Source: an optimization exercise on an open RTL-to-GDS flow (aim: small area). Production flows keep margins and buffers that such runs may drop.
In this exercise RTL edits were held to simulation tests only and were not proved equivalent to the original.
Power and IR drop assume default switching activity.

## the baseline
Design FIR_Filter, start of the top module:
module FIR_Filter #(parameter C_S_AXI_ADDR_WIDTH = 6, C_S_AXI_DATA_WIDTH = 32, TAP_WIDTH=16)
    (
    input       S_AXI_ACLK,
    input       S_AXI_ARESETN,
    input       [C_S_AXI_ADDR_WIDTH-1:0] S_AXI_AWADDR,
    input       S_AXI_AWVALID,
    output      S_AXI_AWREADY,
    input       [C_S_AXI_DATA_WIDTH-1:0] S_AXI_WDATA,
    input       [3:0] S_AXI_WSTRB,
    input       S_AXI_WVALID,
    output      S_AXI_WREADY,
    output      [1:0] S_AXI_BRESP,
    output      S_AXI_BVALID,
    input       S_AXI_BREADY,
    input       [C_S_AXI_ADDR_WIDTH-1:0] S_AXI_ARADDR,
    input       S_AXI_ARVALID,
    output      S_AXI_ARREADY,
    output      [C_S_AXI_DATA_WIDTH-1:0] S_AXI_RDATA,
    output      [1:0] S_AXI_RRESP,
    output      S_AXI_RVALID,
    input       S_AXI_RREADY,
    input       signed [15:0] attenInput0,
    input       signed [15:0] attenInput1,
    input       signed [15:0] attenInput2,
    input       signed [15:0] attenInput3,
    input       signed [15:0] attenInput4,
    input       signed [15:0] attenInput5,
    input       signed [15:0] attenInput6,
    input       signed [15:0] attenInput7,
    input       signed [15:0] attenInput8,
    input       signed [15:0] attenInput9,
    input       signed [15:0] attenInput10,
    input       signed [15:0] attenInput11,
    input       signed [15:0] attenInput12
    );
Settings: LEC_CHECK=0, ABC_AREA=1, CAP_MARGIN=20, CORE_MARGIN=2, CORE_UTILIZATION=75, SLEW_MARGIN=20; clock period 50.0 ns.
standard.sh (not shown) runs the stock make flow with config.mk's settings and CLKGATE_MAP_FILE= SYNTH_SCRIPT=/design/flow/synth_recipe.tcl, a recipe that flattens the netlist after the stock synthesis.
==> flow/flow/run.sh <==
#!/bin/bash
# The standard layout (standard.sh: standard synthesis, then ORFS to
# finish) with two placement/CTS choices passed to ORFS:
#  - port buffers are sky130_fd_sc_hd__buf_1 (every port still gets one);
#  - CTS clusters up to 25 sinks within 100 um per leaf buffer and inserts
#    no dummy loads.
# The full output of the run goes to standard.log; ORFS keeps each step's own
# log under orfs/logs/.
export BUFFER_PORTS_ARGS="-buffer_cell sky130_fd_sc_hd__buf_1"
export CTS_ARGS="-sink_clustering_enable -repair_clock_nets -sink_clustering_size 25 -sink_clustering_max_diameter 100 -dont_use_dummy_load"
bash standard.sh finish > standard.log 2>&1
Input-level comparison between the candidate and the baseline:
--- a/flow/design.v
+++ b/flow/design.v
@@ -1624,73 +1624,75 @@
         .S_AXI_WREADY(S_AXI_WREADY),
         .S_AXI_BVALID(S_AXI_BVALID),
         .S_AXI_ARREADY(S_AXI_ARREADY),
         .S_AXI_RVALID(S_AXI_RVALID)
     );
     assign S_AXI_BRESP = 2'b00;
     assign S_AXI_RRESP = 2'b00;
     integer f, i, j, c;
     reg  [3:0]  psi;             
     wire [1:0]  phi = psi[1:0];
     reg  [3:0]  nm1;             
-    reg  [3:0]  ptr;             
     reg  [1:0]  cb [0:12];       
     reg         busy;
     reg  [1:0]  st;              
     localparam  SEL = 2'd0, MAC = 2'd1, GAIN = 2'd2;
     reg  [12:0] pend;            
     reg  [3:0]  cur;             
     reg  [3:0]  k;               
     reg  [3:0]  m;               
     reg         ch;
     reg  signed [30:0] acc;
     reg  signed [29:0] r;
     reg         doneQ;
     wire idle_wr   = wr & ~busy;
     wire addr_hi0  = (S_AXI_AWADDR[5:2] == 4'd0);
     wire wr_ntaps  = idle_wr & addr_hi0 & (S_AXI_AWADDR[1:0] == 2'd0);
     wire wr_tap    = idle_wr & addr_hi0 & (S_AXI_AWADDR[1:0] == 2'd1);
     wire wr_sample = idle_wr & addr_hi0 & S_AXI_AWADDR[1];
     wire done_now  = ~busy & ~wr_sample;
     reg  [15:0] fd [0:3];
     reg  [3:0]  fb [0:3];
-    reg  [3:0]  fk [0:3];
     reg  [1:0]  frp;
     reg  [2:0]  fcnt;
+    reg  [3:0]  hk;
     wire [1:0]  fwp = frp + fcnt[1:0];
     wire [15:0] hd = fd[frp];
     wire [3:0]  hb = fb[frp];
-    wire [3:0]  hk = fk[frp];
     reg  [1:0]  hc;
     always @* begin
         hc = cb[0];
         for (f = 1; f < 13; f = f + 1)
             if (hb == f) hc = cb[f];
     end
     wire retire = (fcnt != 3'd0) & ((hk == 4'd0) | (((hk[1:0] + hc) & 2'd3) == phi));
     always @(posedge S_AXI_ACLK) begin
         if (wr_tap) begin
             fd[fwp] <= S_AXI_WDATA[15:0];
             fb[fwp] <= S_AXI_WDATA[31:28];
-            fk[fwp] <= ptr;
         end
         if (retire & (hk == 4'd0))
             for (f = 0; f < 13; f = f + 1)
                 if (hb == f) cb[f] <= phi;
     end
     always @(posedge S_AXI_ACLK) begin
         if (!S_AXI_ARESETN) begin
             fcnt <= 3'd0;
+            hk <= 4'd0;
         end else begin
             fcnt <= fcnt + {2'b0, wr_tap} - {2'b0, retire};
-            if (retire) frp <= frp + 2'd1;
+            if (retire) begin
+                frp <= frp + 2'd1;
+                hk <= (hk == nm1) ? 4'd0 : hk + 4'd1;
+            end else if (wr_ntaps & (fcnt == 3'd0))
+                hk <= 4'd0;
         end
     end
     reg [15:0] tl [0:12][0:3][0:3];
     always @(posedge S_AXI_ACLK) begin
         for (f = 0; f < 13; f = f + 1)
             for (j = 0; j < 4; j = j + 1) begin
                 for (i = 0; i < 3; i = i + 1)
                     tl[f][j][i] <= tl[f][j][i+1];
                 tl[f][j][3] <= (retire & (hb == f) & (hk[3:2] == j)) ? hd : tl[f][j][0];
             end
     end
@@ -1752,49 +1754,43 @@
             end
     end
     reg [1:0] ncb;
     always @* begin
         ncb = cb[0];
         for (f = 1; f < 13; f = f + 1)
             if (nsel == f) ncb = cb[f];
     end
     wire can_sel = busy & (((st == SEL) & (fcnt == 3'd0)) | (st == GAIN));
     always @(posedge S_AXI_ACLK) begin
         psi <= psi + 4'd1;
-        if (wr_ntaps) begin
+        if (wr_ntaps)
             nm1 <= S_AXI_WDATA[3:0] - 4'd1;
-            ptr <= 4'd0;
-        end
-        if (wr_tap)
-            ptr <= (ptr == nm1) ? 4'd0 : ptr + 4'd1;
+        acc <= (busy & (st == MAC)) ? sum : 31'h4000;
         if (swr)
             spend <= 1'b0;
         if (wr_sample) begin
             hold  <= S_AXI_WDATA[15:0];
             ch    <= S_AXI_AWADDR[0];
             for (c = 0; c < 2; c = c + 1)
                 if (S_AXI_AWADDR[0] == c) pc[c] <= pc[c] + 4'd1;
             spend <= 1'b1;
             st    <= SEL;
             pend  <= 13'h1fff;
-            acc   <= 31'h4000;
         end
         if (busy) begin
             if (st == MAC) begin
-                acc <= sum;
                 k   <= (k == nm1) ? 4'd0 : k + 4'd1;
                 m   <= m + 4'd1;
                 if (m == nm1) st <= GAIN;
             end
             if (st == GAIN) begin
-                acc  <= 31'h4000;
                 pend <= pmask;
                 st   <= SEL;
             end
             if (can_sel & found) begin
                 st  <= MAC;
                 cur <= nsel;
                 k   <= {2'b00, phn - ncb};
                 m   <= 4'd0;
             end
         end
         if (!S_AXI_ARESETN) begin
### Flow results
- The candidate vs the baseline — count of clock tree sinks dropped slightly
- Looking only at period utilization, and setting everything else aside, the lower value of the candidate and the baseline goes to the candidate.
- The baseline → the candidate: sequential share of power decreased 0.4 points, largest net degree at the start of global routing increased 38%, portion of the layout cell area used by clock cells essentially unchanged, worst setup timing slack at the placement stage increased 0.80 ns, via count of the first global-routing pass decreased 2672.
- After detailed routing, the baseline needs more wire than the candidate.
- Compared with the baseline, the candidate ends up with less cell area.

==> what the ideal ports hide <==
The flow's constraints put no driver on any port. The routed layouts listed below were extracted and timed again, unchanged, in two steps.
Step 1 sets driving cells, clkbuf_16 on the clock port and buf_2 on the other inputs (assumed; they add their load-dependent delay and slew).
Step 2 moves the port delays by t, midway between the first and last clock arrival at a register: inputs arrive t later, outputs are due t later. That takes back most of the time a late clock gives input paths.
Slacks: ideal / step 1 / step 2; pairs: ideal / step 1.
| run | t (ns) | setup WS [ns] | worst setup path at the end | worst register clock-pin slew, ns |
|---|---|---|---|---|
| the baseline | 0.907 | 25.711 / 25.770 / 24.862 | input to register | 0.11 / 0.11 |
| the candidate | 0.875 | 26.622 / 26.655 / 25.780 | input to register | 0.11 / 0.11 |
After both steps every run listed still meets setup and hold. The setup slack of the baseline, which loses most, moves by +0.059 ns with the drivers and by -0.849 ns with both steps.
